From an optimization exercise on the open Yosys and OpenROAD flow, aimed at small area; shortcuts taken in it are not production practice.
The RTL was checked by simulation tests, not by an equivalence proof against the original design.
No activity file was given, so power comes from the tool's default toggle rates.

// VendingMachine
module VendingMachine(
  input        clock,
  input        reset,
  input        io_pongMode,
  input  [4:0] io_price,
  input        io_coin2,
  input        io_coin5,
  input        io_buy,
  input        io_p1,
  input        io_p2,
  output       io_releaseCan,
  output       io_alarm,
  output [6:0] io_seg,
  output [3:0] io_an,
  output       io_p2LED1,
  output       io_p2LED2,
  output       io_p2LED3,
  output       io_p2LED4,
  output       io_p2LED5,
  output       io_p2LED6,
  output       io_p2LED7,
  output       io_p1LED1,
  output       io_p1LED2,
  output       io_p1LED3,
  output       io_p1LED4,
  output       io_p1LED5,
  output       io_p1LED6,
  output       io_p1LED7
);
Size in the first run: roughly 1100 cells after synthesis, ~120 flip-flops, roughly 40 I/O pins, roughly 0.0079 mm2 of cells after synthesis.
Settings: LEC_CHECK=0, ABC_AREA=1, CAP_MARGIN=20, CORE_MARGIN=2, CORE_UTILIZATION=40, PLACE_DENSITY=0.6, SLEW_MARGIN=20; clock period 10.0 ns.
run.sh (not shown) runs the stock make flow with config.mk's settings and CLKGATE_MAP_FILE= SYNTH_SCRIPT=/design/flow/synth_recipe.tcl, a recipe that flattens the netlist after the stock synthesis.
The starting point produced a clean layout.
Next try:
Settings changed: ABC_AREA 1 to default.
- The new run passed the timing, DRC and antenna checks
- global-route usage went up by 0.38 points
- total power went down by about a fifth
- die area grows by a few percent
- routed wire length rises by roughly a tenth
- worst setup slack degrades by 0.47 ns
- cell area is higher slightly
- maximum frequency went down by a few percent
- clock power went up by roughly a tenth
- cell count fell by roughly a tenth
- worst hold slack barely changes

try-lagoon:
Another version of the RTL of VendingMachine (not shown whole).
For scale: roughly 100 flip-flops, roughly 4900 um^2 of cells after synthesis.
clock: 10.0 ns
lec_check: 0
cap_margin: 20
core_margin: 2
core_utilization: 60
place_density: 0.75
slew_margin: 20
standard.sh (not shown) runs the stock make flow with config.mk's settings and CLKGATE_MAP_FILE= SYNTH_SCRIPT=/design/flow/synth_recipe.tcl, a recipe that flattens the netlist after the stock synthesis.
==> flow/flow/run.sh <==
#!/bin/bash
# Own layout flow: the standard ORFS flow (standard.sh) with these changes:
#  - synthesis maps adders with ABC like the rest of the logic (no extract_fa pre-mapping to
#    half/full-adder cells) and uses area-oriented ABC scripts: it is run with each script in
#    flow/abc_*.script and the smallest netlist is kept; registers are mapped exactly as in the
#    standard synthesis;
#  - the ports are buffered with the smallest buffer;
#  - clock tree synthesis uses clkbuf_4/clkbuf_8 and no dummy loads.
# Each make run's full output goes to a log file of its own in this folder.
set -euo pipefail
W=$PWD
common=(
  "ADDER_MAP_FILE="
  "BUFFER_PORTS_ARGS=-buffer_cell sky130_fd_sc_hd__buf_1"
  "CTS_ARGS=-sink_clustering_enable -repair_clock_nets -dont_use_dummy_load -sink_clustering_size 12 -buf_list {sky130_fd_sc_hd__clkbuf_4 sky130_fd_sc_hd__clkbuf_8}"
)
synth_tcl() {
  cat > "$W/own_synth_$1.tcl" <<EOT
proc abc {args} {
  set i [lsearch \$args -script]
  set a [lreplace \$args [expr {\$i + 1}] [expr {\$i + 1}] $W/flow/abc_$1.script]
  yosys abc {*}\$a
}
source $W/synth_recipe.tcl
EOT
}
best=""; best_area=""
for f in flow/abc_*.script; do
  s=$(basename "$f" .script); s=${s#abc_}
  synth_tcl "$s"
  rm -rf "$W/orfs"
  if bash standard.sh "${common[@]}" "SYNTH_SCRIPT=$W/own_synth_$s.tcl" synth > "$W/flow_synth_$s.log" 2>&1; then
    a=$(awk '/Chip area for module/ {print $NF}' "$W"/orfs/reports/*/VendingMachine/base/synth_stat.txt)
    echo "synthesis with abc_$s: area $a" | tee -a "$W/flow_choice.log"
    if [[ -z "$best_area" ]] || awk -v a="$a" -v b="$best_area" 'BEGIN {exit !(a < b)}'; then
      best=$s; best_area=$a
    fi
  fi
done
echo "chosen: abc_$best ($best_area)" | tee -a "$W/flow_choice.log"
rm -rf "$W/orfs"
bash standard.sh "${common[@]}" "SYNTH_SCRIPT=$W/own_synth_$best.tcl" synth > "$W/flow_synth.log" 2>&1
bash standard.sh "${common[@]}" "SYNTH_SCRIPT=$W/own_synth_$best.tcl" finish > "$W/flow_finish.log" 2>&1
==> flow/flow/abc_a10.script <==
strash
ifraig
scorr
dc2
strash
dch -f
map -a
strash
dch -f
map -a
strash
dch -f
map -a -F 1
topo
==> flow/flow/abc_a5.script <==
strash
dch -f
map -a
strash
dch -f
map -a
strash
dch -f
map -a
topo
==> flow/flow/abc_a7.script <==
strash
ifraig
scorr
dc2
strash
dch -f
map -a
strash
dch -f
map -a
topo
==> flow/flow/abc_a8.script <==
strash
ifraig
scorr
dc2
strash
dch -f
amap
topo
==> flow/flow/abc_a9.script <==
strash
ifraig
scorr
dc2
strash
&get -n
&dch -f
&nf -R 1000
&put
topo
try-lagoon finished every step from synthesis to the final layout, and the layout passed the timing, DRC and antenna checks.
Changes in try-fjord relative to try-lagoon:
diff --git a/flow/flow/run.sh b/flow/flow/run.sh
--- a/flow/flow/run.sh
+++ b/flow/flow/run.sh
@@ -3,5 +3,6 @@
 #  - synthesis maps adders with ABC like the rest of the logic (no extract_fa pre-mapping to
-#    half/full-adder cells) and uses area-oriented ABC scripts: it is run with each script in
-#    flow/abc_*.script and the smallest netlist is kept; registers are mapped exactly as in the
-#    standard synthesis;
+#    half/full-adder cells) and uses area-oriented ABC scripts (AIG optimisation with &deepsyn
+#    under several seeds, then area mapping). Synthesis runs once per script in
+#    flow/abc_*.script and the smallest netlist is kept. Registers are mapped exactly as in
+#    the standard synthesis;
 #  - the ports are buffered with the smallest buffer;
@@ -16,7 +17,9 @@
 )
-synth_tcl() {
-  cat > "$W/own_synth_$1.tcl" <<EOT
+best=""; best_area=""
+for f in flow/abc_*.script; do
+  s=$(basename "$f" .script); s=${s#abc_}
+  cat > "$W/own_synth_$s.tcl" <<EOT
 proc abc {args} {
   set i [lsearch \$args -script]
-  set a [lreplace \$args [expr {\$i + 1}] [expr {\$i + 1}] $W/flow/abc_$1.script]
+  set a [lreplace \$args [expr {\$i + 1}] [expr {\$i + 1}] $W/flow/abc_$s.script]
   yosys abc {*}\$a
@@ -25,7 +28,2 @@
 EOT
-}
-best=""; best_area=""
-for f in flow/abc_*.script; do
-  s=$(basename "$f" .script); s=${s#abc_}
-  synth_tcl "$s"
   rm -rf "$W/orfs"
@@ -35,3 +33,5 @@
     if [[ -z "$best_area" ]] || awk -v a="$a" -v b="$best_area" 'BEGIN {exit !(a < b)}'; then
+      [[ -n "$best" ]] && rm -rf "$W/orfs_$best"
       best=$s; best_area=$a
+      mv "$W/orfs" "$W/orfs_$s"
     fi
@@ -41,3 +41,3 @@
 rm -rf "$W/orfs"
-bash standard.sh "${common[@]}" "SYNTH_SCRIPT=$W/own_synth_$best.tcl" synth > "$W/flow_synth.log" 2>&1
+mv "$W/orfs_$best" "$W/orfs"
 bash standard.sh "${common[@]}" "SYNTH_SCRIPT=$W/own_synth_$best.tcl" finish > "$W/flow_finish.log" 2>&1
==> flow/flow/abc_ds0.script (new file) <==
strash
&get -n
&deepsyn -T 20 -S 0
&put
dch -f
amap
topo
==> flow/flow/abc_ds1.script (new file) <==
strash
&get -n
&deepsyn -T 20 -S 1
&put
dch -f
amap
topo
==> flow/flow/abc_ds2.script (new file) <==
strash
&get -n
&deepsyn -T 20 -S 2
&put
dch -f
amap
topo
==> flow/flow/abc_ds3.script (new file) <==
strash
&get -n
&deepsyn -T 20 -S 3
&put
dch -f
amap
topo
==> flow/flow/abc_ds4.script (new file) <==
strash
&get -n
&deepsyn -T 20 -S 4
&put
dch -f
amap
topo
==> flow/flow/abc_ds5.script (new file) <==
strash
&get -n
&deepsyn -T 20 -S 5
&put
dch -f
amap
topo
==> flow/flow/abc_ds6.script (new file) <==
strash
&get -n
&deepsyn -T 20 -S 6
&put
dch -f
amap
topo
==> flow/flow/abc_ds7.script (new file) <==
strash
&get -n
&deepsyn -T 20 -S 7
&put
dch -f
amap
topo
==> flow/flow/abc_ds8.script (new file) <==
strash
&get -n
&deepsyn -T 20 -S 8
&put
dch -f
amap
topo
==> flow/flow/abc_ds9.script (new file) <==
strash
&get -n
&deepsyn -T 20 -S 9
&put
dch -f
amap
topo
removed: flow/flow/abc_a10.script
removed: flow/flow/abc_a5.script
removed: flow/flow/abc_a7.script
removed: flow/flow/abc_a9.script
Notes after the runs:
Against try-lagoon, the final cell area of try-fjord is lower. Against try-lagoon as the reference, try-fjord delivers a lower detailed-route wire length. try-fjord — final worst setup slack 1.02 ns higher, try-lagoon as reference. From try-lagoon to try-fjord the numbers moved as follows: power attributed to the clock group grew by about 2%; critical path depth has decreased.
The inputs of try-nickel differ from those of try-fjord as listed below.
diff --git a/flow/flow/run.sh b/flow/flow/run.sh
--- a/flow/flow/run.sh
+++ b/flow/flow/run.sh
@@ -4,5 +4,5 @@
 #    half/full-adder cells) and uses area-oriented ABC scripts (AIG optimisation with &deepsyn
-#    under several seeds, then area mapping). Synthesis runs once per script in
-#    flow/abc_*.script and the smallest netlist is kept. Registers are mapped exactly as in
-#    the standard synthesis;
+#    under several seeds, then area mapping): it is run with each script in
+#    flow/abc_*.script and the smallest netlist is kept; registers are mapped exactly as in the
+#    standard synthesis;
 #  - the ports are buffered with the smallest buffer;
@@ -17,9 +17,7 @@
 )
-best=""; best_area=""
-for f in flow/abc_*.script; do
-  s=$(basename "$f" .script); s=${s#abc_}
-  cat > "$W/own_synth_$s.tcl" <<EOT
+synth_tcl() {
+  cat > "$W/own_synth_$1.tcl" <<EOT
 proc abc {args} {
   set i [lsearch \$args -script]
-  set a [lreplace \$args [expr {\$i + 1}] [expr {\$i + 1}] $W/flow/abc_$s.script]
+  set a [lreplace \$args [expr {\$i + 1}] [expr {\$i + 1}] $W/flow/abc_$1.script]
   yosys abc {*}\$a
@@ -28,2 +26,7 @@
 EOT
+}
+best=""; best_area=""
+for f in flow/abc_*.script; do
+  s=$(basename "$f" .script); s=${s#abc_}
+  synth_tcl "$s"
   rm -rf "$W/orfs"
@@ -33,5 +36,3 @@
     if [[ -z "$best_area" ]] || awk -v a="$a" -v b="$best_area" 'BEGIN {exit !(a < b)}'; then
-      [[ -n "$best" ]] && rm -rf "$W/orfs_$best"
       best=$s; best_area=$a
-      mv "$W/orfs" "$W/orfs_$s"
     fi
@@ -41,3 +42,3 @@
 rm -rf "$W/orfs"
-mv "$W/orfs_$best" "$W/orfs"
+bash standard.sh "${common[@]}" "SYNTH_SCRIPT=$W/own_synth_$best.tcl" synth > "$W/flow_synth.log" 2>&1
 bash standard.sh "${common[@]}" "SYNTH_SCRIPT=$W/own_synth_$best.tcl" finish > "$W/flow_finish.log" 2>&1
==> flow/flow/abc_a9.script (new file) <==
strash
ifraig
scorr
dc2
strash
&get -n
&dch -f
&nf -R 1000
&put
topo
removed: flow/flow/abc_ds6.script
removed: flow/flow/abc_ds7.script
removed: flow/flow/abc_ds8.script
removed: flow/flow/abc_ds9.script
try-nickel: flow completed, timing, DRC and antenna clean
Worst hold slack: try-nickel better than try-fjord
Cell area power density delta for try-nickel relative to try-fjord: 6.5% lower
Looking at try-nickel and try-fjord, the core region area is a wash.
Re largest stage delay on the critical path: try-fjord was lower than try-nickel.
Against try-fjord, try-nickel comes in 0.78% higher on total vias in the final route.
try-nickel against try-fjord: setup slack of the critical path after layout fell by 0.28 ns, die boundary height stayed essentially flat, clock period minus final worst setup slack rose by 0.28 ns.
Post-synthesis to final-layout area growth across try-nickel and try-fjord: no real change.
The higher total detailed-routing wirelength came out of try-fjord.

-- what the ideal ports hide --
The flow's constraints put no driver on any port. The routed layouts listed below were extracted and timed again, unchanged, in two steps. Step 1, drivers: a clkbuf_16 drives clock and a buf_2 each remaining input, both assumed. Step 2 adds t to the input delays and takes it off the output delays; t is the mean of the earliest and latest rising clock arrival at the registers after step 1. Input paths then give back, and output paths get back, about the clock's delay inside the block. Slacks: ideal ports / drivers / drivers and shift; pairs: ideal ports / drivers.
run | shift t [ns] | slack for setup (ns) | slew at the worst register clock pin (ns) | worst data-port slew with drivers (ns)
the first run of note 1 | 0.452 | 1.945 / 1.917 / 1.917 | 0.06 / 0.06 | 0.03
the second run of note 1 | 0.461 | 1.476 / 1.453 / 1.453 | 0.06 / 0.06 | 0.03
try-lagoon | 0.381 | 2.520 / 2.487 / 2.867 | 0.10 / 0.10 | 0.03
try-fjord | 0.385 | 3.538 / 3.509 / 3.509 | 0.11 / 0.11 | 0.04
try-nickel | 0.380 | 3.258 / 3.237 / 3.237 | 0.12 / 0.12 | 0.03
After both steps setup and hold are still met in every run listed. The setup slack of try-fjord, which loses most, moves by -0.029 ns with the drivers and by -0.029 ns with both steps.
